Context: an optimization exercise on an open-source flow, tuned for small area and a short achievable clock period. The choices shown serve that exercise and are no tape-out recipe. Where RTL was checked, it was by simulation tests only, not by an equivalence proof against the original. The RTL of run 8 was laid out without a check of its function. Power figures rest on the tool's default switching activity, not on a simulated workload.

==> design/flow/flow/run.sh <==
#!/bin/bash
# The standard ORFS layout, run whole; the only change is the cell used
# for the input and output port buffers (the smallest plain buffer instead of the
# delay buffer the resizer picks by default).
set -euo pipefail
export BUFFER_PORTS_ARGS="-buffer_cell sky130_fd_sc_hd__buf_1"
bash standard.sh > standard.log 2>&1
==> design/flow/standard.sh <==
#!/bin/bash
# synth_recipe.tcl (not shown) runs the flow's synth.tcl, then flattens the netlist and writes it again
# the make line also repeats each setting of config.mk as NAME=value (left out here)
make -C /OpenROAD-flow-scripts/flow DESIGN_CONFIG=/design/flow/config.mk WORK_HOME=/design/flow/orfs CLKGATE_MAP_FILE= SYNTH_SCRIPT=/design/flow/synth_recipe.tcl "${@:-finish}"
==> design/flow/config.mk <==
export PLATFORM = sky130hd
export DESIGN_NAME = quantizer
export DESIGN_NICKNAME = quantizer
export VERILOG_FILES = /design/flow/design.v
export SDC_FILE = /design/flow/constraint.sdc
export NUM_CORES = 4
export LEC_CHECK = 0
export ABC_AREA = 1
export CAP_MARGIN = 20
export CORE_MARGIN = 2
export CORE_UTILIZATION = 60
export CTS_CLUSTER_DIAMETER = 100
export CTS_CLUSTER_SIZE = 30
export SETUP_SLACK_MARGIN = 2.7
export SLEW_MARGIN = 20
==> design/flow/constraint.sdc <==
create_clock -name core_clock -period 5.0 [get_ports {clk}]
set_input_delay 1.0000 -clock core_clock [delete_from_list [all_inputs] [get_ports {clk}]]
set_output_delay 1.0000 -clock core_clock [all_outputs]
set_load 0.01 [all_outputs]
==> design/flow/design.v <==
`timescale 1ns / 1ps
module quant_pre(
    input             clk,
    input             rst,
    input      [31:0] i_max,
    input      [31:0] i_activation,
    output reg [23:0] o_p,      
    output reg        o_a24,    
    output reg [22:0] o_nm,     
    output reg [3:0]  o_sh,     
    output reg        o_sat     
);
    wire [7:0]  em = i_max[30:23];
    wire [7:0]  ea = i_activation[30:23];
    wire [22:0] mm = i_max[22:0];
    wire [22:0] ma = i_activation[22:0];
    wire big  = ea > em;
    wire eq   = (ea == em);
    wire zero = ea < (em - 8'd8);
    wire sat  = big | (eq & (em[7:3] != 5'd0) & (ma >= mm));
    wire [2:0] dm1 = em[2:0] - ea[2:0] - 3'd1;
    wire [23:0] b    = {1'b0, ~mm};
    wire [23:0] p_eq = {ma, 1'b0} ^ b;
    wire [23:0] p_ne = {1'b1, ma} ^ b;
    wire [23:0] p    = eq ? p_eq : p_ne;
    always @(posedge clk) begin
        o_p   <= p;
        o_a24 <= eq;
        o_nm  <= ~mm;
        o_sh  <= zero ? 4'd8 : eq ? 4'd0 : {1'b0, dm1};
        o_sat <= sat;
    end
endmodule
`timescale 1ns / 1ps
module quant_divider (
    input  [23:0] i_p,
    input         i_v24,
    input  [22:0] i_nm,
    output        o_bit,
    output [23:1] o_p,
    output        o_r23
);
    localparam N = 24;
    localparam L = 5;
    wire [N-1:0] b = {1'b0, i_nm};
    wire [N-1:0] p = i_p;
    wire [N-1:0] g = ~p & b;                   
    wire [N-1:0] G [0:2*L-1];
    wire [N-1:0] P [0:2*L-1];
    assign G[0] = {g[N-1:1], p[0] | b[0]};
    assign P[0] = {p[N-1:1], 1'b0};
    genvar l, i;
    generate
        for (l = 0; l < L; l = l + 1) begin : g_up
            for (i = 0; i < N; i = i + 1) begin : g_bit
                if (((i + 1) % (2 << l)) == 0) begin : m
                    assign G[l+1][i] = G[l][i] | (P[l][i] & G[l][i - (1 << l)]);
                    assign P[l+1][i] = P[l][i] & P[l][i - (1 << l)];
                end else begin : k
                    assign G[l+1][i] = G[l][i];
                    assign P[l+1][i] = P[l][i];
                end
            end
        end
        for (l = L - 2; l >= 0; l = l - 1) begin : g_dn
            for (i = 0; i < N; i = i + 1) begin : g_bit
                if (((i + 1) % (2 << l)) == (1 << l) && i > (1 << l)) begin : m
                    assign G[2*L-1-l][i] = G[2*L-2-l][i] | (P[2*L-2-l][i] & G[2*L-2-l][i - (1 << l)]);
                    assign P[2*L-1-l][i] = P[2*L-2-l][i] & P[2*L-2-l][i - (1 << l)];
                end else begin : k
                    assign G[2*L-1-l][i] = G[2*L-2-l][i];
                    assign P[2*L-1-l][i] = P[2*L-2-l][i];
                end
            end
        end
    endgenerate
    wire [N-1:0] cy  = G[2*L-1];               
    wire [N-1:0] cin = {cy[N-2:0], 1'b1};      
    assign o_bit = i_v24 | cy[N-1];
    wire [N:0]   bn  = {2'b00, i_nm};          
    wire [N-1:0] x   = p ^ bn[N:1];
    wire [N-1:0] sel = o_bit ? cin : b;
    wire [N-1:0] r   = x ^ sel ^ bn[N:1];
    assign o_r23 = r[N-1];
    assign o_p   = x[N-2:0] ^ sel[N-2:0];
endmodule
`timescale 1ns / 1ps
module quantizer(
    input         clk,
    input         rst,
    input  [31:0] i_max,
    input  [31:0] i_activation,
    output [7:0]  o_index
);
    wire [23:0] p0;
    wire        a24;
    wire [22:0] nm0;
    wire [3:0]  sh0;
    wire        sat0;
    quant_pre u_quant_pre(
        .clk(clk), .rst(rst), .i_max(i_max), .i_activation(i_activation),
        .o_p(p0), .o_a24(a24), .o_nm(nm0), .o_sh(sh0), .o_sat(sat0)
    );
    wire [23:1] p   [1:8];
    wire        r23 [1:8];
    wire [22:0] nm  [1:8];
    wire [3:0]  sh  [1:8];
    wire        sat [1:8];
    wire [7:0]  q   [1:8];    
    wire c1;
    quant_divider u_step1(.i_p(p0), .i_v24(a24), .i_nm(nm0),
                          .o_bit(c1), .o_p(p[1]), .o_r23(r23[1]));
    assign nm[1]  = nm0;
    assign sh[1]  = sh0;
    assign sat[1] = sat0;
    assign q[1]   = {7'd0, c1};
    genvar k;
    generate
        for (k = 2; k <= 8; k = k + 1) begin : g_stage
            reg [23:1] r_p;
            reg        r_r23;
            reg [22:0] r_nm;
            reg [3:0]  r_sh;
            reg        r_sat;
            reg [6:0]  r_q;
            always @(posedge clk) begin
                r_p   <= p[k-1];
                r_r23 <= r23[k-1];
                r_nm  <= nm[k-1];
                r_sh  <= sh[k-1];
                r_sat <= sat[k-1];
                r_q   <= q[k-1][6:0];
            end
            wire c;
            quant_divider u_step(.i_p({r_p, r_nm[0]}), .i_v24(r_r23), .i_nm(r_nm),
                                 .o_bit(c), .o_p(p[k]), .o_r23(r23[k]));
            assign nm[k]  = r_nm;
            assign sh[k]  = r_sh;
            assign sat[k] = r_sat;
            assign q[k]   = {r_q, c};
        end
    endgenerate
    wire [7:0] idx = sat[8] ? 8'hff : (q[8] >> sh[8]);
    reg [3:0] r_cnt;
    reg [7:0] r_index;
    always @(posedge clk or posedge rst) begin
        if (rst) begin
            r_cnt   <= 4'd0;
            r_index <= 8'd0;
        end else begin
            if (!r_cnt[3])
                r_cnt <= r_cnt + 4'd1;
            r_index <= idx & {8{r_cnt[3]}};
        end
    end
    assign o_index = r_index;
endmodule
==> results of run 1 <==
## power breakdown
group | switching [W] | internal (W)
logic | 0.00351 | 0.00240
clock network | 0.00100 | 0.000719
registers | 0.000821 | 0.00463
## timing repair
| action | CTS | global route |
|---|---|---|
| pin swaps | 0 | 3 |
| buffers inserted | 0 | 7 |
| cloned | 0 | 9 |
| endpoints found under the setup margin | 109 | 133 |
| resized for setup | 10 | 25 |
## registers in the layout (all words and copies together), names as in the netlist, 4 cells and up
register	cells
g_stage.r_sh	28
g_stage.r_q	28
u_quant_pre.o_p	24
u_quant_pre.o_nm	23
r_index	8
g_stage.r_p	161
g_stage.r_r23	7
r_cnt	4
u_quant_pre.o_sh	4
g_stage.r_sat	7
g_stage.r_nm	161
## placed cells by master, fill, tap and decap left out, types with 25 or more instances in the layout
cell type,Yosys,final
nand2_1,1022,1022
dfxtp_1,445,445
inv_1,383,380
o21ai_0,162,162
xnor2_1,144,144
nand3_1,126,125
nand3b_1,94,94
buf_1,0,69
nor2_1,64,64
nand2_2,51,50
a21oi_1,48,43
xor2_1,38,38
ha_1,39,38
o211ai_1,32,32
nor3_1,27,26
o211ai_2,25,25
## worst max-delay path by stage
stage | startpoint | to | slack, ns | cells after the start
global placement | i_max[27] | u_quant_pre.o_sh[1]$_SDFF_PP0_ | 2.06 | 10
CTS | i_max[27] | u_quant_pre.o_sh[1]$_SDFF_PP0_ | 2.70 | 10
floorplan | i_max[27] | u_quant_pre.o_sh[1]$_SDFF_PP0_ | 2.64 | 10
finish | i_max[27] | u_quant_pre.o_sh[1]$_SDFF_PP0_ | 2.79 | 11
global route | g_stage[3].r_p[20]$_DFF_P_ | g_stage[4].r_p[16]$_DFF_P_ | 2.67 | 12
detailed placement | i_max[27] | u_quant_pre.o_sh[1]$_SDFF_PP0_ | 2.04 | 10
## cell type report
cell class                 instances  area share [%]
timing repair buffer              82            1.68
clock buffer                      21            2.13
clock inverter                     1           0.130
inverter                         404            6.77
sequential                       457            39.8
multi-input combinational       2028            47.0
tap                              461            2.49
## routing by layer
layer  track usage, %  wire (um)  vias up
met4             4.56        850        0
met5                0          0        -
met1             20.9      15800     7153
met3             1.74        771       55
li1                 -          -     9296
met2             35.6      18500      150
## logic make-up (layout without fill, tap and decap cells)
kind of cell | count (synthesis) | count (layout) | synth area share (%)
AND/OR/NAND/NOR | 1466 | 1475 | 29.8
flip-flops | 457 | 457 | 42.3
buffers and inverters | 446 | 508 | 8.68
AO/OA/AOI/OAI | 327 | 327 | 9.33
XOR/XNOR | 182 | 182 | 7.33
adder cells (fa/ha/maj) | 40 | 40 | 2.33
multiplexers | 4 | 4 | 0.184
## critical path: cells and delay by family
| kind | cells | cell delay (ns) |
|---|---|---|
| fa+ha+maj | 2 | 0.44 |
| buf+inv | 2 | 0.24 |
| compound gates | 2 | 0.32 |
| xor+xnor | 1 | 0.16 |
| simple gates | 4 | 0.51 |
## metrics by stage
step                      setup slack, ns  util, %  total power [W]  cell area, sq um
after floorplan                      2.64        -           0.0104             21800
after detailed placement             2.04     62.6           0.0112             22300
after CTS                            2.70     64.2           0.0130             22900
after global placement               2.06     62.6           0.0110             22300
final                                2.79     64.9           0.0131             23100
after global routing                 2.67     64.9           0.0144             23100
==> results.cfg, run 1 <==
[sta]
fin_hold_ws_ns = 0.331
final_max_slew_viol_count = 0
slew_headroom_pct = 67.8
worst_pin_slew_ns = 0.478
fmax_mhz = 452
rsz0062_at_grt = true
period_needed_ns = 2.21
hold_viol_final = 0
setup_viol = 0
tns_ns = 0
min_period_over_period_pct = 44.2
finClkSkew_ns = 0.0160

[floorplan]
initial_utilization_pct = 61.0
ioPinCount = 74
die_h_um = 194
die_x_um = 194
dieArea_sq_mm = 0.0378
core_sq_mm = 0.0357
row_count = 69

[critical_path]
cp-end-kind = register
rr_startpoint = g_stage[7].r_p[16]$_DFF_P_
path_cells = clkbuf_2 > inv_16 > ha_4 > nand3_2 > xor2_1 > ha_1 > nand2_1 > o21a_1 > o31a_1 > or2_4 > nor2_1
critPathKind = input port to register
cp-start-kind = input port
slowest_stage = ha_1
required_ns = 5.47
worstPathArrival_ns = 2.68
reg2reg_depth = 11
slowest_delay_ns = 0.31
r2r_slack_ns = 2.88
rr_endpoint = g_stage[8].r_p[23]$_DFF_P_
cp_max_fo = 3

[logic_synthesis]
synth.top_cells.by_area = dfxtp_1 (41%), nand2_1 (18%), inv_1 (6.6%)
async_reset_ff_share_pct = 2.63
netlist.top_cell.by_area = dfxtp_1
synth_edf_count = 0
synthCells = 2922
seq_area_frac_synth_pct = 42.3
synthesis.area_sq_mm = 0.0218
avgSynthCellArea_sq_um = 7.45
synth_seq_cells = 457
synth_nets = 3028
synth_common_cells = nand2_1 (1022), dfxtp_1 (445), inv_1 (383)
yosys.area.top_type_share_pct = 40.9
synth_ff_type = dfxtp_1
synth_cell_types = 45
yosysMostFrequentCell = nand2_1
synth_warnings = 3

[global_routing]
antenna_found_initial = 0
grt_pass1_wl_mm = 60.7
grt_max_degree = 49
grt_use_total_pct = 18.1
grt_pass1_vias = 15100
grt_overflow = 0

[route]
drc = 0
route.vias.total = 16700
first_pass_iters = 5
ant_nets = 0
drt_iter0_markers = 742
wl_per_cell_um = 10.4
drt-total-wl_mm = 36.0
viasPerCell = 4.82

[cts]
cts_hold_buf = 0
ctsRootBufferMaster = clkbuf_16
cts.htree.levels = 1
cts_tree = done
cts_max_path_buffers = 3
numCtsBuffers = 19
clock-sinks = 457
clk_pin_slew_ns = 0.10
insertion_delay_ns = 0.53

[job]
cap_violations = 0

[final_layout]
multi_input_area_sq_mm = 0.0109
regArea_sq_mm = 0.00921
synthToLayoutAreaGrowth_pct = 6.34
drive_above_1_share_pct = 7.35
nets = 3098
stdcell_count = 3454
n_fill_cell = 3162
diodes = 0

[hold_path]
hold_path_depth = 0
min_to = g_stage[8].r_q[4]$_DFF_P_
hold_start = g_stage[7].r_q[3]$_DFF_P_
worstHoldPathType = register to register

[place]
gp_congestion = 0.823
placed_cells = 3416
place.port_buffers = 71
dpl.hpwl_mm = 26.9

[outcome]
status = no timing/DRC/antenna violations

[power_and_ir_drop]
powerDensity_mw_per_mm2 = 566
p_leak_nw = 11.7
vdd_drop_max_mv = 0.247
==> inputs of run 2 (changes only) <==
--- a/design/flow/config.mk
+++ b/design/flow/config.mk
@@ -13,3 +13,3 @@
 export CTS_CLUSTER_SIZE = 30
-export SETUP_SLACK_MARGIN = 2.7
+export SETUP_SLACK_MARGIN = 2.8
 export SLEW_MARGIN = 20
==> run 2 against run 1 <==
Effect of this change:
- wire length grew 4.9%
- critical path depth is the same
- total power up 2.0%
- sequential power barely moved
- highest routed layer unchanged
==> results.cfg, run 2 <==
[cts]
cts.htree.levels = 1
clk_pin_slew_ns = 0.10
cts_tree = done
numCtsBuffers = 19
cts_max_path_buffers = 3
clock-sinks = 457
cts_hold_buf = 0
insertion_delay_ns = 0.54
ctsRootBufferMaster = clkbuf_16

[critical_path]
path_cells = buf_6 > inv_8 > ha_4 > nand3_4 > xor2_1 > ha_1 > nand2_2 > o21a_1 > o31a_1 > or2_4 > nor2_2
worstPathArrival_ns = 2.61
reg2reg_depth = 11
critPathKind = input port to register
r2r_slack_ns = 2.96
slowest_delay_ns = 0.33
cp-start-kind = input port
rr_endpoint = g_stage[4].r_p[16]$_DFF_P_
rr_startpoint = g_stage[3].r_p[16]$_DFF_P_
slowest_stage = ha_1
cp-end-kind = register
crit_buf_inv = 2
cp_max_fo = 3
crit_family = simple AND/OR/NAND/NOR gates
required_ns = 5.47

[logic_synthesis]
yosysMostFrequentCell = nand2_1
synthesis.area_sq_mm = 0.0218
synth_cell_types = 45
synth_warnings = 3
async_reset_ff_share_pct = 2.63
seq_area_frac_synth_pct = 42.3
synth_ff_type = dfxtp_1
synth.top_cells.by_area = dfxtp_1 (41%), nand2_1 (18%), inv_1 (6.6%)
yosys.area.top_type_share_pct = 40.9
avgSynthCellArea_sq_um = 7.45
synth_nets = 3028
synth_seq_cells = 457
synth_edf_count = 0
synth_common_cells = nand2_1 (1022), dfxtp_1 (445), inv_1 (383)
synthCells = 2922
netlist.top_cell.by_area = dfxtp_1

[sta]
worst_pin_slew_ns = 0.476
hold_viol_final = 0
period_needed_ns = 2.14
setup_viol = 0
final_max_slew_viol_count = 0
rsz0062_at_grt = false
min_period_over_period_pct = 42.7
fmax_mhz = 468
tns_ns = 0
slew_headroom_pct = 68.0
finClkSkew_ns = 0.0190

[final_layout]
layout_common_cells = nand2_1 (1019), dfxtp_1 (441), inv_1 (380), o21ai_0 (161), xnor2_1 (144)
stdcell_count = 3476
synthToLayoutAreaGrowth_pct = 7.87
drive_above_1_share_pct = 8.42
top_regs = g_stage.r_nm (161), g_stage.r_p (161)
diodes = 0
mostFrequentLayoutCell = nand2_1
nets = 3120

[route]
first_pass_iters = 5
viasPerCell = 4.88
wl_per_cell_um = 10.9
ant_nets = 0
route.vias.total = 17000
drt-total-wl_mm = 37.8
drt_iter0_markers = 672
drc = 0

[power_and_ir_drop]
p_leak_nw = 11.9
powerDensity_mw_per_mm2 = 569
vdd_drop_max_mv = 0.301

[place]
gp_congestion = 0.822
place.port_buffers = 71
dpl.hpwl_mm = 27.2
placed_cells = 3416

[global_routing]
grt_pass1_wl_mm = 63.1
grt_pass1_vias = 15500
grt_use_total_pct = 19.0
grt_overflow = 0
grt_max_degree = 49
antenna_found_initial = 0

[floorplan]
die_x_um = 194
ioPinCount = 74
dieArea_sq_mm = 0.0378
die_h_um = 194
initial_utilization_pct = 61.0
row_count = 69
core_sq_mm = 0.0357

[hold_path]
hold_start = g_stage[4].r_sh[3]$_DFF_P_
hold_path_depth = 0
worstHoldPathType = register to register
min_to = g_stage[5].r_sh[3]$_DFF_P_

[job]
cap_violations = 0

[outcome]
status = no timing/DRC/antenna violations
## run 2: routing by layer
layer / vias up / track usage [%] / share of wire [%]
li1: 9348 / - / -
met2: 178 / 38.0 / 53
met3: 65 / 2.13 / 2.4
met5: - / 0 / 0
met4: 0 / 4.84 / 2.6
met1: 7374 / 21.0 / 42
## run 2: timing repair
action | in CTS | in global routing
cloned | 4 | 11
hold endpoints to repair | 0 | 0
setup endpoints to repair | 144 | 151
buffers inserted | 1 | 22
pin swaps | 1 | 17
gates resized for setup | 19 | 53
## run 2: cell type report
cell class	count	area (sq um)
fillers	3145	12200
multi-input cells	2033	11000
flip-flops and latches	457	9210
inverters	404	1580
well taps	461	577
repair buffers	98	559
clock buffers	21	483
clock inverters	1	30.0
repair inverters	1	6.26
## run 2: report_power, final
group | switching (W) | internal, W | leakage, nW | total [W]
clock network | 0.00102 | 0.000705 | 0.248 | 0.00172
logic | 0.00364 | 0.00254 | 7.72 | 0.00618
registers | 0.000818 | 0.00463 | 3.89 | 0.00545
## run 2: logic make-up after synthesis
group                    synth area share, %
adder cells (fa/ha/maj)                 2.33
flip-flops                              42.3
multiplexers                           0.184
XOR/XNOR                                7.33
AO/OA/AOI/OAI                           9.33
AND/OR/NAND/NOR                         29.8
buffers and inverters                   8.68
## run 2: stage by stage
stage          cell area, sq um  hold WS [ns]  util, %  setup WS, ns  power (W)
2_1_floorplan             21800         0.310        -          2.64     0.0104
3_3_place_gp              22300         0.311     62.6          2.06     0.0110
3_5_place_dp              22300         0.312     62.6          2.02     0.0112
4_1_cts                   22900         0.335     64.4          2.81     0.0130
5_1_grt                   23500         0.337     65.8          2.79     0.0147
6_report                  23500         0.331     65.8          2.86     0.0134
## run 2: worst max path at each step
stage / startpoint / end / cells past startpoint
after floorplan: i_max[27] / u_quant_pre.o_sh[1]$_SDFF_PP0_ / 10
after global placement: i_max[27] / u_quant_pre.o_sh[1]$_SDFF_PP0_ / 10
after detailed placement: i_max[27] / u_quant_pre.o_sh[2]$_SDFF_PP0_ / 10
after CTS: i_max[26] / u_quant_pre.o_sh[2]$_SDFF_PP0_ / 11
after global routing: u_quant_pre.o_p[0]$_DFF_P_ / g_stage[2].r_p[8]$_DFF_P_ / 14
final: i_max[26] / u_quant_pre.o_sh[0]$_SDFF_PP0_ / 11
==> inputs of run 3 (changes only) <==
--- a/design/flow/config.mk
+++ b/design/flow/config.mk
@@ -13,3 +13,3 @@
 export CTS_CLUSTER_SIZE = 30
-export SETUP_SLACK_MARGIN = 2.8
+export SETUP_SLACK_MARGIN = 2.9
 export SLEW_MARGIN = 20
==> run 3 against run 2 <==
Effect of this change:
- utilization up 1.3 points
- first-iteration DRC count up 27%
- global-route usage up 0.45 points
- via count up 1.0%
- fmax up 3.6%
- highest routed layer unchanged
==> results.cfg, run 3 <==
[cts]
cts_tree = done
ctsRootBufferMaster = clkbuf_16
cts.htree.levels = 1
numCtsBuffers = 19
clk_pin_slew_ns = 0.11
insertion_delay_ns = 0.54
cts_max_path_buffers = 3
clock-sinks = 457

[final_layout]
final_area_sq_mm = 0.0239
n_fill_cell = 3083
regArea_sq_mm = 0.00923
top_regs = g_stage.r_nm (161), g_stage.r_p (161)
nets = 3138
multi_input_area_sq_mm = 0.0112
drive_above_1_share_pct = 10.1
layout_common_cells = nand2_1 (1016), dfxtp_1 (431), inv_1 (378), o21ai_0 (156), xnor2_1 (144)
diodes = 0
synthToLayoutAreaGrowth_pct = 9.95
mostFrequentLayoutCell = nand2_1

[power_and_ir_drop]
pwr-share-seq_pct = 39.6
vdd_drop_max_mv = 0.246
finalPower_w = 0.0138
p_leak_nw = 12.1
sw_frac_of_total_pct = 41.3
power.internal_w = 0.00808
combPwrFrac_pct = 47.7
powerDensity_mw_per_mm2 = 575
clkPwrFrac_pct = 12.6
power.switching_w = 0.00568

[critical_path]
r2r_slack_ns = 3.02
cp-end-kind = register
cp-start-kind = input port
slowest_delay_ns = 0.31
required_ns = 5.47
cp_max_fo = 3
worstPathArrival_ns = 2.54
path_cells = buf_6 > inv_8 > ha_4 > nand3_4 > xor2_1 > ha_1 > nand2_2 > o21a_1 > o31a_1 > or2_4 > nor2_1
slowest_stage = ha_1
critPathKind = input port to register

[logic_synthesis]
synth_warnings = 3
synthCells = 2922
synth_ff_type = dfxtp_1
synthesis.area_sq_mm = 0.0218
async_reset_ff_share_pct = 2.63
synth_seq_cells = 457
synth_nets = 3028
avgSynthCellArea_sq_um = 7.45
synth_cell_types = 45
synth.top_cells.by_area = dfxtp_1 (41%), nand2_1 (18%), inv_1 (6.6%)
synth_edf_count = 0
synth_common_cells = nand2_1 (1022), dfxtp_1 (445), inv_1 (383)
yosysMostFrequentCell = nand2_1
yosys.area.top_type_share_pct = 40.9
seq_area_frac_synth_pct = 42.3
netlist.top_cell.by_area = dfxtp_1

[global_routing]
grt_pass1_wl_mm = 64.1
grt_max_degree = 49
grt_overflow = 0
grt_use_total_pct = 19.4
antenna_found_initial = 0
grt_pass1_vias = 15500

[place]
dpl_cell_area_sq_mm = 0.0223
gp_congestion = 0.858
place.port_buffers = 71
dpl.hpwl_mm = 27.2

[floorplan]
initial_utilization_pct = 61.0
dieArea_sq_mm = 0.0378
core_sq_mm = 0.0357
ioPinCount = 74
die_h_um = 194
die_x_um = 194
row_count = 69

[sta]
setup_viol = 0
finClkSkew_ns = 0.0169
tns_ns = 0
rsz0062_at_grt = true
hold_viol_final = 0
min_period_over_period_pct = 41.2
final_max_slew_viol_count = 0
period_needed_ns = 2.06
slew_headroom_pct = 67.0
worst_pin_slew_ns = 0.493
fmax_mhz = 485

[route]
wl_per_cell_um = 11.4
first_pass_iters = 5
route.vias.total = 17100
drt-total-wl_mm = 39.7
viasPerCell = 4.91
drc = 0
drt_iter0_markers = 855
ant_nets = 0

[job]
cap_violations = 0

[outcome]
status = no timing/DRC/antenna violations

[hold_path]
worstHoldPathType = register to register
[run 3: cell types whose count changed in the layout (fill, tap and decap cells not counted), sizes merged]
cell / delta
clkbuf: +10
buf: +7
inv: -1
nand3: +1
clkinv: +1
[run 3: final cells by class]
cell class	instances	share of cell area (%)
multi-input combinational	2034	46.8
sequential	457	38.6
inverter	404	6.67
timing repair buffer	115	3.40
tap	461	2.41
clock buffer	21	2.02
clock inverter	1	0.126
timing repair inverter	1	0.0366
[run 3: repair_timing]
| item | in CTS | in global routing |
|---|---|---|
| setup endpoints to repair | 148 | 163 |
| buffers inserted | 3 | 31 |
| pin swaps | 2 | 27 |
| gates resized for setup | 30 | 105 |
| gates cloned | 7 | 14 |
| hold buffers | 0 | 0 |
[run 3: final timing paths]
check / endpoint / depth (start not counted) / startpoint
worst max-delay path: u_quant_pre.o_sh[2]$_SDFF_PP0_ / 11 / i_max[26]
worst min-delay path: g_stage[8].r_q[5]$_DFF_P_ / 0 / g_stage[7].r_q[4]$_DFF_P_
worst max register to register: g_stage[7].r_p[17]$_DFF_P_ / 12 / g_stage[6].r_nm[20]$_DFF_P_
worst min register to register: g_stage[8].r_q[5]$_DFF_P_ / 0 / g_stage[7].r_q[4]$_DFF_P_
max in group asynchronous: r_cnt[1]$_DFFE_PP0N_ / 2 / rst
min in group asynchronous: r_index[5]$_DFF_PP0_ / 2 / rst
[run 3: cells by family after synthesis]
family          after synthesis  synth area share (%)
compound gates              327                  9.33
fa+ha+maj                    40                  2.33
flops                       457                  42.3
buf+inv                     446                  8.68
xor+xnor                    182                  7.33
simple gates               1466                  29.8
mux                           4                 0.184
[run 3: worst max-delay path: cells and delay by family]
kind | cells | cell delay [ns]
buffers and inverters | 2 | 0.16
adders and majority gates | 2 | 0.45
and+or+nand+nor | 4 | 0.49
xor gates and xnor gates | 1 | 0.14
AOI/OAI and AO/OA | 2 | 0.27
[run 3: metal layers]
layer	part of all wire [%]	wire, um	track usage, %	vias up
met5	0	0	0	-
met4	2.9	1160	5.81	0
met3	2.3	909	2.17	69
met2	53	21100	38.7	187
met1	42	16600	21.4	7476
li1	-	-	-	9410
[run 3: metrics by stage]
stage / hold slack, ns / instances / setup slack (ns) / utilization (%)
6_report: 0.326 / 3494 / 2.94 / 67.1
5_1_grt: 0.335 / 3494 / 2.84 / 67.1
4_1_cts: 0.327 / 3449 / 2.89 / 64.7
3_5_place_dp: 0.312 / 3417 / 2.04 / 62.6
3_3_place_gp: 0.311 / 3417 / 2.07 / 62.6
2_1_floorplan: 0.310 / 2922 / 2.64 / -
[run 3: power groups by stage]
| stage | Clock, W | Combinational [W] | Sequential, W |
|---|---|---|---|
| after floorplan | 0 | 0.00509 | 0.00535 |
| after global placement | 0 | 0.00551 | 0.00550 |
| after detailed placement | 0 | 0.00567 | 0.00553 |
| after CTS | 0.00181 | 0.00587 | 0.00544 |
| after global routing | 0.00192 | 0.00753 | 0.00560 |
| final | 0.00174 | 0.00657 | 0.00545 |
==> inputs of run 4 (changes only) <==
--- a/design/flow/config.mk
+++ b/design/flow/config.mk
@@ -10,3 +10,3 @@
 export CORE_MARGIN = 2
-export CORE_UTILIZATION = 60
+export CORE_UTILIZATION = 65
 export CTS_CLUSTER_DIAMETER = 100
==> run 4 against run 3 <==
Effect of this change:
- clock skew up 0.0020 ns
- total power shrank 1.9%
- register-to-register slack about the same
- wire length decreased by 7.7%
- critical endpoint is now u_quant_pre.o_sh[0]$_SDFF_PP0_
==> results.cfg, run 4 <==
[critical_path]
worstPathArrival_ns = 2.58
r2r_slack_ns = 3.01
required_ns = 5.47
cp-start-kind = input port
cp_max_fo = 3
reg2reg_depth = 15
critPathKind = input port to register
rr_startpoint = u_quant_pre.o_p[0]$_DFF_P_
startpoint = i_max[26]
cp-end-kind = register
cp-endpoint = u_quant_pre.o_sh[0]$_SDFF_PP0_
rr_endpoint = g_stage[2].r_p[15]$_DFF_P_

[place]
gp_congestion = 0.831
dpl.hpwl_mm = 26.8
place.port_buffers = 71
dpl_cell_area_sq_mm = 0.0223

[hold_path]
worstHoldPathType = register to register

[final_layout]
drive_above_1_share_pct = 9.83
mostFrequentLayoutCell = nand2_1
layout_common_cells = nand2_1 (1020), dfxtp_1 (419), inv_1 (377), o21ai_0 (156), xnor2_1 (144)
top_regs = g_stage.r_nm (161), g_stage.r_p (161)
synthToLayoutAreaGrowth_pct = 8.80
post-route-util_pct = 71.1
final_area_sq_mm = 0.0237
nets = 3125
diodes = 0

[cts]
numCtsBuffers = 19
insertion_delay_ns = 0.53
cts.htree.levels = 1
clk_pin_slew_ns = 0.10
cts_max_path_buffers = 3
ctsRootBufferMaster = clkbuf_16
cts_tree = done
clock-sinks = 457
cts_hold_buf = 0

[logic_synthesis]
yosys.area.top_type_share_pct = 40.9
synth_ff_type = dfxtp_1
avgSynthCellArea_sq_um = 7.45
yosysMostFrequentCell = nand2_1
synth_cell_types = 45
synth_common_cells = nand2_1 (1022), dfxtp_1 (445), inv_1 (383)
synth_edf_count = 0
synthCells = 2922
async_reset_ff_share_pct = 2.63
netlist.top_cell.by_area = dfxtp_1
synth_nets = 3028
synth_warnings = 3
synth_seq_cells = 457
synth.top_cells.by_area = dfxtp_1 (41%), nand2_1 (18%), inv_1 (6.6%)
synthesis.area_sq_mm = 0.0218
seq_area_frac_synth_pct = 42.3

[global_routing]
grt_overflow = 0
grt_pass1_vias = 15500
grt_use_met1_pct = 22.6
grt_pass1_wl_mm = 62.9
antenna_found_initial = 0
use_met3_pct = 2.01
grt_max_degree = 49
grt-busiest-layer = met2
grt_use_total_pct = 20.5
use_met2_pct = 40.8

[route]
ant_nets = 0
drc = 0
wl_per_cell_um = 10.6
drt-total-wl_mm = 36.7
drt_iter0_markers = 731
viasPerCell = 4.88
route.vias.total = 16900
first_pass_iters = 5

[power_and_ir_drop]
power.internal_w = 0.00799
sw_frac_of_total_pct = 40.8
vdd_drop_max_mv = 0.324
finalPower_w = 0.0135
pwr-share-seq_pct = 40.5
clkPwrFrac_pct = 12.7
combPwrFrac_pct = 46.8
powerDensity_mw_per_mm2 = 570
p_leak_nw = 11.9
power.switching_w = 0.00550

[sta]
fmax_mhz = 474
tns_ns = 0
setup_viol = 0
min_period_over_period_pct = 42.2
final_max_slew_viol_count = 0
slew_headroom_pct = 69.5
rsz0062_at_grt = true
worst_pin_slew_ns = 0.456
finClkSkew_ns = 0.0190
period_needed_ns = 2.11
hold_viol_final = 0

[floorplan]
row_count = 67
dieArea_sq_mm = 0.0350
ioPinCount = 74
die_h_um = 187
initial_utilization_pct = 65.4
die_x_um = 187
core_sq_mm = 0.0333

[job]
cap_violations = 0

[outcome]
status = no timing/DRC/antenna violations
run 4: cell families (layout without fill, tap and decap cells):
logic type / Yosys count / in the layout / synth area share [%]
adders and majority gates: 40 / 40 / 2.33
DFF: 457 / 457 / 42.3
AOI/OAI and AO/OA: 327 / 327 / 9.33
xor gates and xnor gates: 182 / 182 / 7.33
and+or+nand+nor: 1466 / 1475 / 29.8
buffers and inverters: 446 / 535 / 8.68
muxes: 4 / 4 / 0.184
run 4: worst max-delay path, stage by stage:
cell and delay, ns:
buf_8 0.11, inv_8 0.05, ha_4 0.15, nand3_4 0.07, xor2_1 0.14, ha_1 0.30, nand2_1 0.07, o31a_1 0.31
or2_4 0.28, nor2_2 0.10
run 4: power by group through the flow:
| stage | clock, W | combinational (W) | sequential, W |
|---|---|---|---|
| floorplan | 0 | 0.00509 | 0.00535 |
| finish | 0.00172 | 0.00631 | 0.00546 |
| detailed placement | 0 | 0.00568 | 0.00554 |
| global placement | 0 | 0.00548 | 0.00550 |
| CTS | 0.00178 | 0.00591 | 0.00544 |
| global route | 0.00190 | 0.00728 | 0.00561 |
run 4: final cells by class:
type,instances,area [sq um]
Multi-Input combinational cell,2028,11100
Fill cell,2753,9610
Sequential cell,457,9250
Inverter,404,1580
Timing Repair Buffer,109,723
Tap cell,448,561
Clock buffer,21,483
Clock inverter,1,30.0
run 4: worst min path at each step:
| stage | to | start | cells after the start |
|---|---|---|---|
| 2_1_floorplan | g_stage[2].r_sat$_DFF_P_ | u_quant_pre.o_sat$_DFF_P_ | 0 |
| 3_3_place_gp | g_stage[7].r_q[1]$_DFF_P_ | g_stage[6].r_q[0]$_DFF_P_ | 0 |
| 3_5_place_dp | g_stage[8].r_q[2]$_DFF_P_ | g_stage[7].r_q[1]$_DFF_P_ | 0 |
| 4_1_cts | g_stage[8].r_q[6]$_DFF_P_ | g_stage[7].r_q[5]$_DFF_P_ | 0 |
| 5_1_grt | g_stage[4].r_q[2]$_DFF_P_ | g_stage[3].r_q[1]$_DFF_P_ | 0 |
| 6_report | g_stage[7].r_sh[3]$_DFF_P_ | g_stage[6].r_sh[3]$_DFF_P_ | 0 |
run 4: metrics by stage:
stage / hold WS, ns / setup slack, ns / cells
floorplan: 0.310 / 2.64 / 2922
global placement: 0.311 / 2.08 / 3405
detailed placement: 0.312 / 2.04 / 3405
CTS: 0.334 / 2.88 / 3439
global route: 0.337 / 2.84 / 3468
finish: 0.331 / 2.89 / 3468
run 4: what timing repair did:
action                     in CTS  in global routing
setup endpoints to repair     144                144
gates resized for setup        28                 98
pin swaps                       1                 30
gates cloned                    5                  7
buffers inserted                7                 22
hold endpoints to repair        0                  0
run 4: routing by layer:
layer  share of wire [%]  vias up
met5                   0        -
met1                  43     7308
li1                    -     9358
met3                 2.4       60
met2                  52      197
met4                 2.7        0
==> inputs of run 5 (changes only) <==
--- a/design/flow/design.v
+++ b/design/flow/design.v
@@ -18,3 +18,16 @@
     wire eq   = (ea == em);
-    wire zero = ea < (em - 8'd8);
+    wire [4:0] eh = em[7:3];
+    wire [4:0] ah = ea[7:3];
+    wire       hi_lt = ah < eh;
+    reg        hi_inc;                    
+    integer    j;
+    always @(*) begin
+        hi_inc = 1'b0;
+        for (j = 0; j < 5; j = j + 1)
+            if (eh[j] & ~ah[j] & ((eh >> (j + 1)) == (ah >> (j + 1))) &
+                ((ah & ((5'd1 << j) - 5'd1)) == ((5'd1 << j) - 5'd1)) &
+                ((eh & ((5'd1 << j) - 5'd1)) == 5'd0))
+                hi_inc = 1'b1;
+    end
+    wire zero = (eh == 5'd0) | (hi_lt & ~hi_inc) | (hi_inc & (ea[2:0] < em[2:0]));
     wire sat  = big | (eq & (em[7:3] != 5'd0) & (ma >= mm));
--- a/design/flow/config.mk
+++ b/design/flow/config.mk
@@ -10,6 +10,6 @@
 export CORE_MARGIN = 2
-export CORE_UTILIZATION = 65
+export CORE_UTILIZATION = 60
 export CTS_CLUSTER_DIAMETER = 100
 export CTS_CLUSTER_SIZE = 30
-export SETUP_SLACK_MARGIN = 2.9
+export SETUP_SLACK_MARGIN = 2.8
 export SLEW_MARGIN = 20
==> run 5 against run 4 <==
Effect of this change:
- total power down 1.6%
- sequential power about the same
- fmax up 1.1%
- largest cell class unchanged
- largest power group unchanged
- critical path depth did not move
- utilization shrank 5.5 points
- still clean on timing, DRC and antenna
- area after synthesis down 0.13%
- worst hold slack got worse by 0.0043 ns
==> results.cfg, run 5 <==
[outcome]
status = no timing/DRC/antenna violations

[floorplan]
row_count = 69
ioPinCount = 74
initial_utilization_pct = 60.9
dieArea_sq_mm = 0.0378
die_h_um = 194
core_sq_mm = 0.0357
die_x_um = 194

[cts]
ctsRootBufferMaster = clkbuf_16
cts_max_path_buffers = 3
cts_hold_buf = 0
cts_tree = done
clk_pin_slew_ns = 0.10
insertion_delay_ns = 0.53
numCtsBuffers = 19
cts.htree.levels = 1
clock-sinks = 457

[sta]
period_needed_ns = 2.09
slew_headroom_pct = 65.5
min_period_over_period_pct = 41.8
final_max_slew_viol_count = 0
fmax_mhz = 479
hold_viol_final = 0
finClkSkew_ns = 0.0232
worst_pin_slew_ns = 0.514
tns_ns = 0
setup_viol = 0
rsz0062_at_grt = true
fin_ws_ns = 2.91

[logic_synthesis]
synth_top_family_by_area = simple AND/OR/NAND/NOR gates
synthCells = 2943
synth_warnings = 3
synth_nets = 3047
avgSynthCellArea_sq_um = 7.38
synth_compound_area_share_pct = 9.44
yosys.area_share.adder_pct = 2.22
synth_cell_types = 43
synth.top_cells.by_area = dfxtp_1 (41%), nand2_1 (18%), inv_1 (6.8%)
synth_seq_cells = 457
yosys.area_share.simple_pct = 29.7
yosys.area.top_type_share_pct = 41.0
async_reset_ff_share_pct = 2.63
synthXorXnorAreaFrac_pct = 7.25
synth_common_cells = nand2_1 (1047), dfxtp_1 (445), inv_1 (395)
synth.area.mux_share_pct = 0.184
synth_edf_count = 0
netlist.top_cell.by_area = dfxtp_1
synth_ff_type = dfxtp_1
yosysMostFrequentCell = nand2_1
synthesis.area_sq_mm = 0.0217
seq_area_frac_synth_pct = 42.4

[hold_path]
hold_path_depth = 0
worstHoldPathType = register to register

[final_layout]
n_fill_cell = 3159
top_regs = g_stage.r_nm (161), g_stage.r_p (161)
mostFrequentLayoutCell = nand2_1
drive_above_1_share_pct = 8.02
synthToLayoutAreaGrowth_pct = 7.65
diodes = 0
nets = 3134
layout_common_cells = nand2_1 (1038), dfxtp_1 (441), inv_1 (392), o21ai_0 (171), xnor2_1 (142)

[place]
gp_congestion = 0.836
dpl.hpwl_mm = 26.9
place.port_buffers = 71
dp_slack_ns = 2.22

[route]
ant_nets = 0
first_pass_iters = 5
viasPerCell = 4.83
route.vias.total = 16900
drt_iter0_markers = 744
wl_per_cell_um = 10.5
drt-total-wl_mm = 36.7
drc = 0

[critical_path]
required_ns = 5.43
cp-start-kind = register
critPathKind = register to register
cp-end-kind = register
reg2reg_depth = 10
worstPathArrival_ns = 2.52
cp_max_fo = 20

[power_and_ir_drop]
p_leak_nw = 11.9
power.switching_w = 0.00543
combPwrFrac_pct = 46.1
power.internal_w = 0.00785
pwr-share-seq_pct = 41.0
sw_frac_of_total_pct = 40.9
powerDensity_mw_per_mm2 = 568
vdd_drop_max_mv = 0.262
clkPwrFrac_pct = 12.9

[job]
cap_violations = 0

[global_routing]
grt_pass1_wl_mm = 63.5
grt_use_total_pct = 19.2
grt_overflow = 0
grt_pass1_vias = 15100
grt_max_degree = 52
antenna_found_initial = 0
## run 5: cell types whose count changed in the layout (fill, tap and decap cells not counted), moves of 10 or more
cell / before / now
o211ai_1: 32 / 20
o21ai_0: 156 / 171
dfxtp_2: 24 / 4
nand2_1: 1020 / 1038
o21ai_1: 26 / 16
dfxtp_1: 419 / 441
inv_1: 377 / 392
o211ai_2: 25 / 35
## run 5: cell families after synthesis
logic type | after synthesis
buffers and inverters | 460
flip-flops | 457
AO/OA/AOI/OAI | 328
multiplexers | 4
adder cells (fa/ha/maj) | 38
AND/OR/NAND/NOR | 1476
XOR/XNOR | 180
## run 5: worst max-delay path, cell delays in order (launching register included)
cell and delay (ns):
dfxtp_1 0.42, inv_1 0.05, o21ai_0 0.21, nor2_1 0.09, nor3_1 0.41, a21oi_4 0.06, buf_4 0.20, nand3_4 0.23
nand3_1 0.14, nand3b_1 0.11, nand2_1 0.05
## run 5: final timing paths
check / slack [ns] / from / to
worst max-delay path: 2.91 / u_quant_pre.o_nm[21]$_DFF_P_ / g_stage[2].r_p[20]$_DFF_P_
worst min-delay path: 0.33 / g_stage[7].r_sh[1]$_DFF_P_ / g_stage[8].r_sh[1]$_DFF_P_
min in group asynchronous: 0.42 / rst / r_index[6]$_DFF_PP0_
worst min register to register: 0.33 / g_stage[7].r_sh[1]$_DFF_P_ / g_stage[8].r_sh[1]$_DFF_P_
max in group asynchronous: 4.27 / rst / r_cnt[0]$_DFFE_PP0N_
worst max register to register: 2.91 / u_quant_pre.o_nm[21]$_DFF_P_ / g_stage[2].r_p[20]$_DFF_P_
## run 5: per-layer routing
layer | global-route usage [%] | vias to the layer above | routed length, um
met5 | 0 | - | 0
li1 | - | 9401 | -
met4 | 5.58 | 0 | 1030
met1 | 22.3 | 7239 | 16100
met2 | 37.3 | 159 | 18700
met3 | 1.89 | 58 | 824
## run 5: repair_timing
action                                  CTS  global route
endpoints found under the setup margin  159           158
pin swaps                                 4             7
buffers inserted                          8            13
gates resized for setup                  25            38
cloned                                    6             5
## run 5: cell type report
type / count / area (sq um) / area share, %
inverters: 418 / 1600 / 6.84
repair inverters: 1 / 6.26 / 0.0267
clock buffers: 21 / 483 / 2.06
clock inverters: 1 / 30.0 / 0.128
well taps: 461 / 577 / 2.47
multi-input cells: 2036 / 11000 / 46.8
repair buffers: 97 / 528 / 2.26
flip-flops and latches: 457 / 9210 / 39.4
## run 5: power by group through the flow
stage / Sequential, W / Combinational [W] / Clock (W)
2_1_floorplan: 0.00535 / 0.00504 / 0
3_3_place_gp: 0.00550 / 0.00548 / 0
3_5_place_dp: 0.00554 / 0.00564 / 0
4_1_cts: 0.00544 / 0.00596 / 0.00179
5_1_grt: 0.00560 / 0.00711 / 0.00192
6_report: 0.00545 / 0.00612 / 0.00172
## run 5: through the flow
stage | util [%] | total power, W | area [sq um] | hold WS (ns) | instances
2_1_floorplan | - | 0.0104 | 21800 | 0.310 | 2943
3_3_place_gp | 62.6 | 0.0110 | 22300 | 0.311 | 3438
3_5_place_dp | 62.6 | 0.0112 | 22300 | 0.312 | 3438
4_1_cts | 64.8 | 0.0132 | 23100 | 0.325 | 3474
5_1_grt | 65.6 | 0.0146 | 23400 | 0.330 | 3492
6_report | 65.6 | 0.0133 | 23400 | 0.327 | 3492
==> inputs of run 6 (changes only) <==
--- a/design/flow/config.mk
+++ b/design/flow/config.mk
@@ -13,3 +13,3 @@
 export CTS_CLUSTER_SIZE = 30
-export SETUP_SLACK_MARGIN = 2.8
+export SETUP_SLACK_MARGIN = 3.0
 export SLEW_MARGIN = 20
==> run 6 against run 5 <==
Effect of this change:
- via count up 4.6%
- fmax increased by 2.1%
- still clean on timing, DRC and antenna
- first-iteration DRC count rose by 15%
- register-to-register slack better by 0.15 ns
- critical path type is now register to output pin
- critical endpoint is now o_index[4]
- worst hold slack improved by 0.0039 ns
- global-route usage is 0.60 points higher
- cell count is 2.8% higher
- sequential cell count is the same
- utilization grew 5.7 points
- setup slack improved by 0.043 ns
- wire length up 14%
==> results.cfg, run 6 <==
[outcome]
status = no timing/DRC/antenna violations

[route]
first_pass_iters = 5
wl_per_cell_um = 11.6
route.vias.total = 17600
drc = 0
ant_nets = 0
drt_iter0_markers = 858
drt-total-wl_mm = 41.7
viasPerCell = 4.91

[logic_synthesis]
synthXorXnorAreaFrac_pct = 7.25
synth_seq_cells = 457
yosysMostFrequentCell = nand2_1
synth.top_cells.by_area = dfxtp_1 (41%), nand2_1 (18%), inv_1 (6.8%)
synthCells = 2943
synth_edf_count = 0
seq_area_frac_synth_pct = 42.4
synth_top_family_by_area = simple AND/OR/NAND/NOR gates
synth_warnings = 3
synthesis.area_sq_mm = 0.0217
synth_common_cells = nand2_1 (1047), dfxtp_1 (445), inv_1 (395)
synth_cell_types = 43
synth.area.mux_share_pct = 0.184
yosys.area_share.simple_pct = 29.7
synth_ff_type = dfxtp_1
netlist.top_cell.by_area = dfxtp_1
async_reset_ff_share_pct = 2.63
yosys.area_share.adder_pct = 2.22
synth_nets = 3047
synth_compound_area_share_pct = 9.44
avgSynthCellArea_sq_um = 7.38
yosys.area.top_type_share_pct = 41.0

[sta]
min_period_over_period_pct = 40.9
rsz0062_at_grt = true
tns_ns = 0
finClkSkew_ns = 0.0207
final_max_slew_viol_count = 0
hold_viol_final = 0
period_needed_ns = 2.04
slew_headroom_pct = 65.6
worst_pin_slew_ns = 0.514
setup_viol = 0
fmax_mhz = 489

[global_routing]
grt_overflow = 0
grt_pass1_vias = 15600
grt_use_total_pct = 19.8
grt_max_degree = 52
antenna_found_initial = 0
grt_pass1_wl_mm = 65.7

[final_layout]
top_regs = g_stage.r_nm (161), g_stage.r_p (161)
n_fill_cell = 2845
layout_common_cells = nand2_1 (983), inv_1 (382), dfxtp_1 (347), xnor2_1 (142), o21ai_0 (133)
synthToLayoutAreaGrowth_pct = 17.0
regArea_sq_mm = 0.00938
stdcell_count = 3591
multi_input_area_sq_mm = 0.0117
drive_above_1_share_pct = 18.1
diodes = 0
mostFrequentLayoutCell = nand2_1
nets = 3233

[cts]
insertion_delay_ns = 0.53
ctsRootBufferMaster = clkbuf_16
cts.htree.levels = 1
cts_tree = done
cts_max_path_buffers = 3
clk_pin_slew_ns = 0.10
numCtsBuffers = 19
cts_hold_buf = 0
clock-sinks = 457

[floorplan]
die_h_um = 194
die_x_um = 194
dieArea_sq_mm = 0.0378
initial_utilization_pct = 60.9
ioPinCount = 74
core_sq_mm = 0.0357
row_count = 69

[critical_path]
rr_startpoint = g_stage[4].r_p[8]$_DFF_P_
crit_buf_inv = 1
cp-end-kind = output pin
startpoint = r_index[4]$_DFF_PP0_
r2r_slack_ns = 3.06
critPathKind = register to output pin
cp-start-kind = register
crit_family = flip-flops
cp_max_fo = 1
slowest_delay_ns = 0.39
path_cells = buf_1
worstPathArrival_ns = 1.04
required_ns = 4.00
slowest_stage = dfrtp_1

[power_and_ir_drop]
vdd_drop_max_mv = 0.263
p_leak_nw = 12.8
powerDensity_mw_per_mm2 = 578

[place]
placed_cells = 3438
place.port_buffers = 71
gp_congestion = 0.845
dpl.hpwl_mm = 27.1

[hold_path]
worstHoldPathType = register to register
hold_start = g_stage[6].r_q[1]$_DFF_P_

[job]
cap_violations = 0
run 6: cell types whose count changed in the layout (fill, tap and decap cells not counted), sizes merged:
cell / before / now
clkbuf: 22 / 42
buf: 96 / 171
clkinv: 2 / 5
inv: 418 / 415
nand3: 157 / 160
nand2: 1085 / 1086
run 6: cells by family after synthesis:
group | count (synthesis)
adder cells (fa/ha/maj) | 38
XOR/XNOR | 180
multiplexers | 4
AO/OA/AOI/OAI | 328
flip-flops | 457
buffers and inverters | 460
AND/OR/NAND/NOR | 1476
run 6: stage by stage:
step / area [sq um] / worst slack (ns) / total power [W] / hold slack (ns) / utilization, %
floorplan: 21800 / 2.81 / 0.0104 / 0.310 / -
global placement: 22300 / 2.25 / 0.0110 / 0.310 / 62.6
detailed placement: 22300 / 2.23 / 0.0112 / 0.312 / 62.6
CTS: 23500 / 2.92 / 0.0136 / 0.330 / 66.0
global route: 25400 / 2.91 / 0.0160 / 0.334 / 71.3
finish: 25400 / 2.96 / 0.0147 / 0.331 / 71.3
run 6: layer usage:
metal / global-route usage, % / wire (um) / up-vias
met1: 21.9 / 17000 / 7717
met5: 0 / 0 / -
met3: 2.19 / 1140 / 82
met4: 5.07 / 1330 / 0
li1: - / - / 9611
met2: 40.0 / 22200 / 228
run 6: timing repair:
item	in CTS	in global routing
gates cloned	10	13
gates resized for setup	60	342
hold endpoints to repair	0	0
endpoints found under the setup margin	208	184
setup buffers	25	83
pin swaps	12	81
run 6: worst paths after layout:
kind | endpoint | cells past startpoint
max in group asynchronous | r_index[5]$_DFF_PP0_ | 2
max reg2reg | g_stage[5].r_p[14]$_DFF_P_ | 14
min reg2reg | g_stage[7].r_q[2]$_DFF_P_ | 0
min | g_stage[7].r_q[2]$_DFF_P_ | 0
max | o_index[4] | 1
min in group asynchronous | r_index[4]$_DFF_PP0_ | 2
run 6: report_power, final:
group | leakage, nW | switching, W | internal [W]
Combinational | 8.63 | 0.00415 | 0.00329
Sequential | 3.90 | 0.000815 | 0.00469
Clock | 0.248 | 0.00102 | 0.000706
Total | 12.8 | 0.00599 | 0.00869
run 6: area by class of cell:
type                            count  share of cell area (%)
Tap cell                          461                    2.27
Multi-Input combinational cell   2040                    45.9
Inverter                          418                    6.49
Clock buffer                       21                    1.90
Timing Repair Buffer              192                    6.35
Timing Repair inverter              1                  0.0345
Sequential cell                   457                    36.9
Clock inverter                      1                   0.118
==> inputs of run 7 (changes only) <==
--- a/design/flow/config.mk
+++ b/design/flow/config.mk
@@ -13,3 +13,3 @@
 export CTS_CLUSTER_SIZE = 30
-export SETUP_SLACK_MARGIN = 3.0
+export SETUP_SLACK_MARGIN = 2.9
 export SLEW_MARGIN = 20
==> run 7 against run 6 <==
Effect of this change:
- still clean
- wire length down 9.7%
- global-route usage fell by 0.26 points
- clock-buffer cell count unchanged
- synthesized cell count unchanged
- cell area decreased by 6.5%
- clock power about the same
- area after synthesis unchanged
- largest cell class unchanged
- largest power group unchanged
==> results.cfg, run 7 <==
[global_routing]
antenna_found_initial = 0
grt_max_degree = 52
grt_use_total_pct = 19.6
grt_pass1_wl_mm = 64.3
grt_overflow = 0
grt_pass1_vias = 15500

[route]
drt_iter0_markers = 686
route.vias.total = 16900
first_pass_iters = 5
viasPerCell = 4.83
wl_per_cell_um = 10.7
ant_nets = 0
drc = 0
drt-total-wl_mm = 37.6

[cts]
cts_max_path_buffers = 3
clk_pin_slew_ns = 0.11
numCtsBuffers = 19
cts_hold_buf = 0
cts.htree.levels = 1
clock-sinks = 457
cts_tree = done
ctsRootBufferMaster = clkbuf_16
insertion_delay_ns = 0.54

[logic_synthesis]
synth_warnings = 3
synthCells = 2943
seq_area_frac_synth_pct = 42.4
synth_seq_cells = 457
synth_ff_type = dfxtp_1
yosysMostFrequentCell = nand2_1
synth_cell_types = 43
synth.top_cells.by_area = dfxtp_1 (41%), nand2_1 (18%), inv_1 (6.8%)
synth_edf_count = 0
synthesis.area_sq_mm = 0.0217
netlist.top_cell.by_area = dfxtp_1
avgSynthCellArea_sq_um = 7.38
async_reset_ff_share_pct = 2.63
yosys.area.top_type_share_pct = 41.0
synth_common_cells = nand2_1 (1047), dfxtp_1 (445), inv_1 (395)
synth_nets = 3047

[final_layout]
drive_above_1_share_pct = 9.84
n_fill_cell = 3101
stdcell_count = 3510
mostFrequentLayoutCell = nand2_1
diodes = 0
synthToLayoutAreaGrowth_pct = 9.39
multi_input_area_sq_mm = 0.0111
regArea_sq_mm = 0.00924
layout_common_cells = nand2_1 (1034), dfxtp_1 (423), inv_1 (390), o21ai_0 (165), xnor2_1 (142)
final_area_sq_mm = 0.0238
nets = 3152
top_regs = g_stage.r_nm (161), g_stage.r_p (161)

[floorplan]
initial_utilization_pct = 60.9
die_x_um = 194
core_sq_mm = 0.0357
die_h_um = 194
row_count = 69
dieArea_sq_mm = 0.0378
ioPinCount = 74

[critical_path]
reg2reg_depth = 15
rr_endpoint = g_stage[2].r_p[7]$_DFF_P_
rr_startpoint = u_quant_pre.o_p[4]$_DFF_P_
cp-endpoint = o_index[7]
crit_buf_inv = 1
slowest_stage = dfrtp_1
startpoint = r_index[7]$_DFF_PP0_
critPathKind = register to output pin
required_ns = 4.00
worstPathArrival_ns = 1.06
cp-start-kind = register
slowest_delay_ns = 0.39
path_cells = buf_1
cp_max_fo = 1
crit_family = flip-flops
path_depth = 1
cp-end-kind = output pin
r2r_slack_ns = 3.04

[hold_path]
worstHoldPathType = register to register
hold_path_depth = 0

[sta]
finClkSkew_ns = 0.0274
final_max_slew_viol_count = 0
worst_pin_slew_ns = 0.476
setup_viol = 0
rsz0062_at_grt = true
min_period_over_period_pct = 41.1
hold_viol_final = 0
slew_headroom_pct = 68.2
tns_ns = 0
fmax_mhz = 487
fin_hold_ws_ns = 0.328
period_needed_ns = 2.06

[outcome]
status = no timing/DRC/antenna violations

[job]
cap_violations = 0

[place]
placed_cells = 3438
dpl_cell_area_sq_mm = 0.0223
gp_congestion = 0.841
place.port_buffers = 71
dpl.hpwl_mm = 26.9

[power_and_ir_drop]
vdd_drop_max_mv = 0.272
powerDensity_mw_per_mm2 = 572
p_leak_nw = 12.1
==> run 7: cell count changes in the layout (fill, tap and decap cells not counted), moves of 12 or more <==
cell     delta
o21ai_0    +32
nand2_1    +51
dfxtp_1    +76
buf_12     -12
nand2_2    -35
buf_4      -53
dfxtp_4    -19
dfxtp_2    -57
nand2_4    -15
o21ai_1    -25
==> run 7: timing repair <==
item	in CTS	in global routing
buffers inserted	13	24
gates cloned	7	6
pin swaps	6	24
endpoints found under the setup margin	171	176
gates resized for setup	37	83
==> run 7: where the power goes <==
part,internal (W),switching (W),leakage [nW]
clock,0.000706,0.00102,0.248
combinational,0.00270,0.00372,7.95
sequential,0.00464,0.000822,3.89
total,0.00804,0.00555,12.1
==> run 7: logic make-up after synthesis <==
group	after synthesis	synth area share [%]
AO/OA/AOI/OAI	328	9.44
AND/OR/NAND/NOR	1476	29.7
XOR/XNOR	180	7.25
multiplexers	4	0.184
flip-flops	457	42.4
adder cells (fa/ha/maj)	38	2.22
buffers and inverters	460	8.84
==> run 7: how the worst min path moves through the flow <==
stage,from,end
after global routing,g_stage[7].r_sh[1]$_DFF_P_,g_stage[8].r_sh[1]$_DFF_P_
after detailed placement,g_stage[4].r_q[2]$_DFF_P_,g_stage[5].r_q[3]$_DFF_P_
after floorplan,u_quant_pre.o_sat$_DFF_P_,g_stage[2].r_sat$_DFF_P_
final,g_stage[6].r_q[1]$_DFF_P_,g_stage[7].r_q[2]$_DFF_P_
after CTS,g_stage[6].r_q[1]$_DFF_P_,g_stage[7].r_q[2]$_DFF_P_
after global placement,g_stage[6].r_sh[3]$_DFF_P_,g_stage[7].r_sh[3]$_DFF_P_
==> run 7: area by class of cell <==
class,count,share of cell area [%]
Tap cell,461,2.43
Timing Repair inverter,1,0.0263
Clock inverter,1,0.126
Timing Repair Buffer,115,3.07
Clock buffer,21,2.03
Inverter,418,6.79
Multi-Input combinational cell,2036,46.7
Sequential cell,457,38.9
==> run 7: worst register-to-register path, stage by stage, from the launching register on <==
cell and delay, ns:
dfxtp_1 0.42, inv_1 0.08, nand3_1 0.07, nand2_1 0.07, nand2_1 0.06, nand2_1 0.05
inv_1 0.05, nand2_2 0.09, nand2_1 0.12, nand2_4 0.10, nand2_8 0.13, nand3_4 0.22
inv_4 0.20, nand2_1 0.09, nand3b_1 0.09, nand2_1 0.05
==> run 7: per-layer routing <==
layer | global-route usage (%) | routed length [um] | up-vias
li1 | - | - | 9419
met1 | 21.8 | 16200 | 7238
met2 | 38.4 | 19400 | 207
met3 | 1.98 | 918 | 75
met4 | 6.89 | 1180 | 0
met5 | 0 | 0 | -
==> run 7: per-stage QoR <==
step	power (W)	setup slack (ns)	util (%)
after CTS	0.0133	2.88	65.2
after detailed placement	0.0112	2.25	62.6
after floorplan	0.0104	2.81	-
final	0.0136	2.94	66.7
after global placement	0.0110	2.26	62.6
after global routing	0.0149	2.87	66.7
==> inputs of run 8 (changes only) <==
--- a/design/flow/design.v
+++ b/design/flow/design.v
@@ -9,3 +9,3 @@
     output reg [22:0] o_nm,     
-    output reg [3:0]  o_sh,     
+    output reg [2:0]  o_sh,     
     output reg        o_sat     
@@ -37,8 +37,8 @@
     wire [23:0] p_ne = {1'b1, ma} ^ b;
-    wire [23:0] p    = eq ? p_eq : p_ne;
+    wire [23:0] p    = zero ? b : (eq ? p_eq : p_ne);
     always @(posedge clk) begin
         o_p   <= p;
-        o_a24 <= eq;
+        o_a24 <= eq & ~zero;
         o_nm  <= ~mm;
-        o_sh  <= zero ? 4'd8 : eq ? 4'd0 : {1'b0, dm1};
+        o_sh  <= eq ? 3'd0 : dm1;
         o_sat <= sat;
@@ -110,3 +110,3 @@
     wire [22:0] nm0;
-    wire [3:0]  sh0;
+    wire [2:0]  sh0;
     wire        sat0;
@@ -119,3 +119,3 @@
     wire [22:0] nm  [1:8];
-    wire [3:0]  sh  [1:8];
+    wire [2:0]  sh  [1:8];
     wire        sat [1:8];
@@ -135,3 +135,3 @@
             reg [22:0] r_nm;
-            reg [3:0]  r_sh;
+            reg [2:0]  r_sh;
             reg        r_sat;
==> run 8 against run 7 <==
Effect of this change:
- fmax fell by 5.1%
- wire length rose by 11%
- critical path depth rose by 11
- cell count rose by 2.7%
- clock skew fell by 0.011 ns
- first-iteration DRC count fell by 20%
- setup slack got worse by 0.11 ns
- non-clock buffer count rose by 9
- synthesized cell count rose by 2.8%
- critical path type is now input port to register
- critical endpoint is now u_quant_pre.o_p[21]$_DFF_P_
- largest power group unchanged
==> results.cfg, run 8 <==
[final_layout]
synthToLayoutAreaGrowth_pct = 11.8
stdcell_count = 3604
layout_common_cells = nand2_1 (1084), dfxtp_1 (400), inv_1 (399), nand3_1 (158)
nets = 3246
final_area_sq_mm = 0.0243
drive_above_1_share_pct = 10.5
mostFrequentLayoutCell = nand2_1
diodes = 0
top_regs = g_stage.r_nm (161), g_stage.r_p (161), g_stage.r_q (28)

[cts]
cts_tree = done
ctsRootBufferMaster = clkbuf_16
numCtsBuffers = 18
cts_max_path_buffers = 3
cts.htree.levels = 1
insertion_delay_ns = 0.53
clk_pin_slew_ns = 0.10
cts_hold_buf = 0
clock-sinks = 449

[logic_synthesis]
synth_top_family_by_area = simple AND/OR/NAND/NOR gates
yosys.area_share.simple_pct = 31.7
synth_warnings = 3
yosys.area.top_type_share_pct = 40.3
synth.area.mux_share_pct = 0.0921
synth_seq_cells = 449
synthesis.area_sq_mm = 0.0217
yosys.area_share.adder_pct = 2.22
netlist.top_cell.by_area = dfxtp_1
synth_compound_area_share_pct = 8.05
async_reset_ff_share_pct = 2.67
synth_nets = 3130
synth_edf_count = 0
synth_ff_type = dfxtp_1
seq_area_frac_synth_pct = 41.6
synth_common_cells = nand2_1 (1122), dfxtp_1 (437), inv_1 (413)
synth_cell_types = 44
synth.top_cells.by_area = dfxtp_1 (40%), nand2_1 (19%), inv_1 (7.1%)
synthXorXnorAreaFrac_pct = 7.18
synthCells = 3026
avgSynthCellArea_sq_um = 7.18
yosysMostFrequentCell = nand2_1

[power_and_ir_drop]
vdd_drop_max_mv = 0.272
powerDensity_mw_per_mm2 = 573
p_leak_nw = 12.4
finalPower_w = 0.0139

[place]
place.port_buffers = 71
dpl_cell_area_sq_mm = 0.0223
placed_cells = 3518
gp_congestion = 0.846
dpl.hpwl_mm = 28.0

[route]
drt_iter0_markers = 548
wl_per_cell_um = 11.6
viasPerCell = 4.90
ant_nets = 0
drt-total-wl_mm = 41.7
drc = 0
first_pass_iters = 6
route.vias.total = 17700

[floorplan]
die_x_um = 194
core_sq_mm = 0.0357
initial_utilization_pct = 60.9
ioPinCount = 74
dieArea_sq_mm = 0.0377
row_count = 69
die_h_um = 194

[sta]
period_needed_ns = 2.17
worst_pin_slew_ns = 0.548
setup_viol = 0
rsz0062_at_grt = true
fin_hold_ws_ns = 0.330
slew_headroom_pct = 63.4
fmax_mhz = 462
hold_viol_final = 0
min_period_over_period_pct = 43.3
finClkSkew_ns = 0.0162
tns_ns = 0
final_max_slew_viol_count = 0

[global_routing]
grt_max_degree = 48
grt_overflow = 0
grt_pass1_vias = 16400
antenna_found_initial = 0
grt_pass1_wl_mm = 68.6
grt_use_total_pct = 21.0

[critical_path]
cp-end-kind = register
cp-start-kind = input port
worstPathArrival_ns = 2.59
critPathKind = input port to register
cp_max_fo = 23
required_ns = 5.42

[outcome]
status = no timing/DRC/antenna violations

[job]
cap_violations = 0

[hold_path]
worstHoldPathType = register to register
## run 8: path summary, 6_finish.rpt
check | startpoint | end | slack (ns) | depth (start not counted)
worst max-delay path | i_max[24] | u_quant_pre.o_p[21]$_DFF_P_ | 2.83 | 12
max in group asynchronous | rst | r_index[6]$_DFF_PP0_ | 4.27 | 2
worst min register to register | g_stage[5].r_q[1]$_DFF_P_ | g_stage[6].r_q[2]$_DFF_P_ | 0.33 | 0
worst min-delay path | g_stage[5].r_q[1]$_DFF_P_ | g_stage[6].r_q[2]$_DFF_P_ | 0.33 | 0
worst max register to register | g_stage[2].r_p[8]$_DFF_P_ | g_stage[3].r_p[2]$_DFF_P_ | 3.01 | 14
min in group asynchronous | rst | r_index[7]$_DFF_PP0_ | 0.42 | 2
## run 8: kinds of logic (layout without fill, tap and decap cells)
group                    Yosys count  after routing
AO/OA/AOI/OAI                    301            301
XOR/XNOR                         178            178
adder cells (fa/ha/maj)           38             38
buffers and inverters            470            570
flip-flops                       449            449
multiplexers                       2              2
AND/OR/NAND/NOR                 1588           1605
## run 8: power by group
part	total [W]	leakage (nW)	switching [W]	internal, W
logic	0.00681	8.34	0.00399	0.00282
registers	0.00544	3.83	0.000827	0.00461
clock network	0.00168	0.237	0.000989	0.000691
## run 8: what timing repair did
item | CTS | global route
resized for setup | 43 | 182
endpoints found under the setup margin | 166 | 194
cloned | 10 | 13
pin swaps | 10 | 49
setup buffers | 16 | 26
## run 8: area by class of cell
| cell class | instances | area (sq um) |
|---|---|---|
| multi-input combinational | 2124 | 11600 |
| inverter | 424 | 1660 |
| clock buffer | 21 | 483 |
| fill | 2964 | 11400 |
| tap | 461 | 577 |
| timing repair buffer | 124 | 921 |
| sequential | 449 | 9090 |
| timing repair inverter | 1 | 8.76 |
## run 8: layer usage
metal | vias up | track usage (%) | part of all wire (%)
met5 | - | 0 | 0
met4 | 0 | 8.09 | 4.5
met3 | 100 | 2.08 | 2.4
met2 | 236 | 42.6 | 53
met1 | 7607 | 22.0 | 40
li1 | 9721 | - | -
## run 8: through the flow
step	util, %	worst slack (ns)
after global routing	68.1	2.75
after CTS	65.3	2.90
after floorplan	-	2.51
after global placement	62.6	1.86
final	68.1	2.83
after detailed placement	62.6	1.83
## run 8: worst max-delay path: stages
cell and delay (ns):
clkbuf_2 0.13, inv_4 0.04, ha_4 0.25, inv_2 0.04, nor4_4 0.28, nand2_2 0.16, buf_12 0.17, clkbuf_16 0.17
nand2_1 0.07, o21ai_0 0.12, nand3_2 0.10, nand2_1 0.04

-- what the ideal ports hide --
Ports are ideal in the flow. The routed layouts listed here were re-timed in OpenROAD.
Step 1 (the two cells are an assumption about what drives the block):
set clk [get_ports {clk}]
set_driving_cell -lib_cell sky130_fd_sc_hd__clkbuf_16 $clk
set_driving_cell -lib_cell sky130_fd_sc_hd__buf_2 [delete_from_list [all_inputs] $clk]
Step 2 also shifts input and output timing later by t, the mid clock arrival at the registers, as if the neighbouring blocks saw the same clock.
Three values: no drivers, after step 1, after step 2; two values: the first two.
run | t, ns | setup WS [ns] | worst data-port slew with drivers (ns) | pins driven straight from the clock port
run 1 | 0.577 | 2.790 / 2.819 / 2.242 | 0.05 | 1
run 2 | 0.579 | 2.864 / 2.884 / 2.306 | 0.05 | 1
run 3 | 0.578 | 2.939 / 2.892 / 2.379 | 0.05 | 1
run 4 | 0.570 | 2.890 / 2.901 / 2.331 | 0.05 | 1
run 5 | 0.569 | 2.912 / 2.904 / 2.394 | 0.05 | 1
run 6 | 0.574 | 2.955 / 2.906 / 2.509 | 0.05 | 1
run 7 | 0.573 | 2.945 / 2.896 / 2.483 | 0.04 | 1
run 8 | 0.577 | 2.834 / 2.850 / 2.273 | 0.05 | 1
After both steps setup and hold are still met in every run listed. For run 8, which loses most, drivers alone change the setup slack by +0.016 ns; drivers and shift together by -0.561 ns.
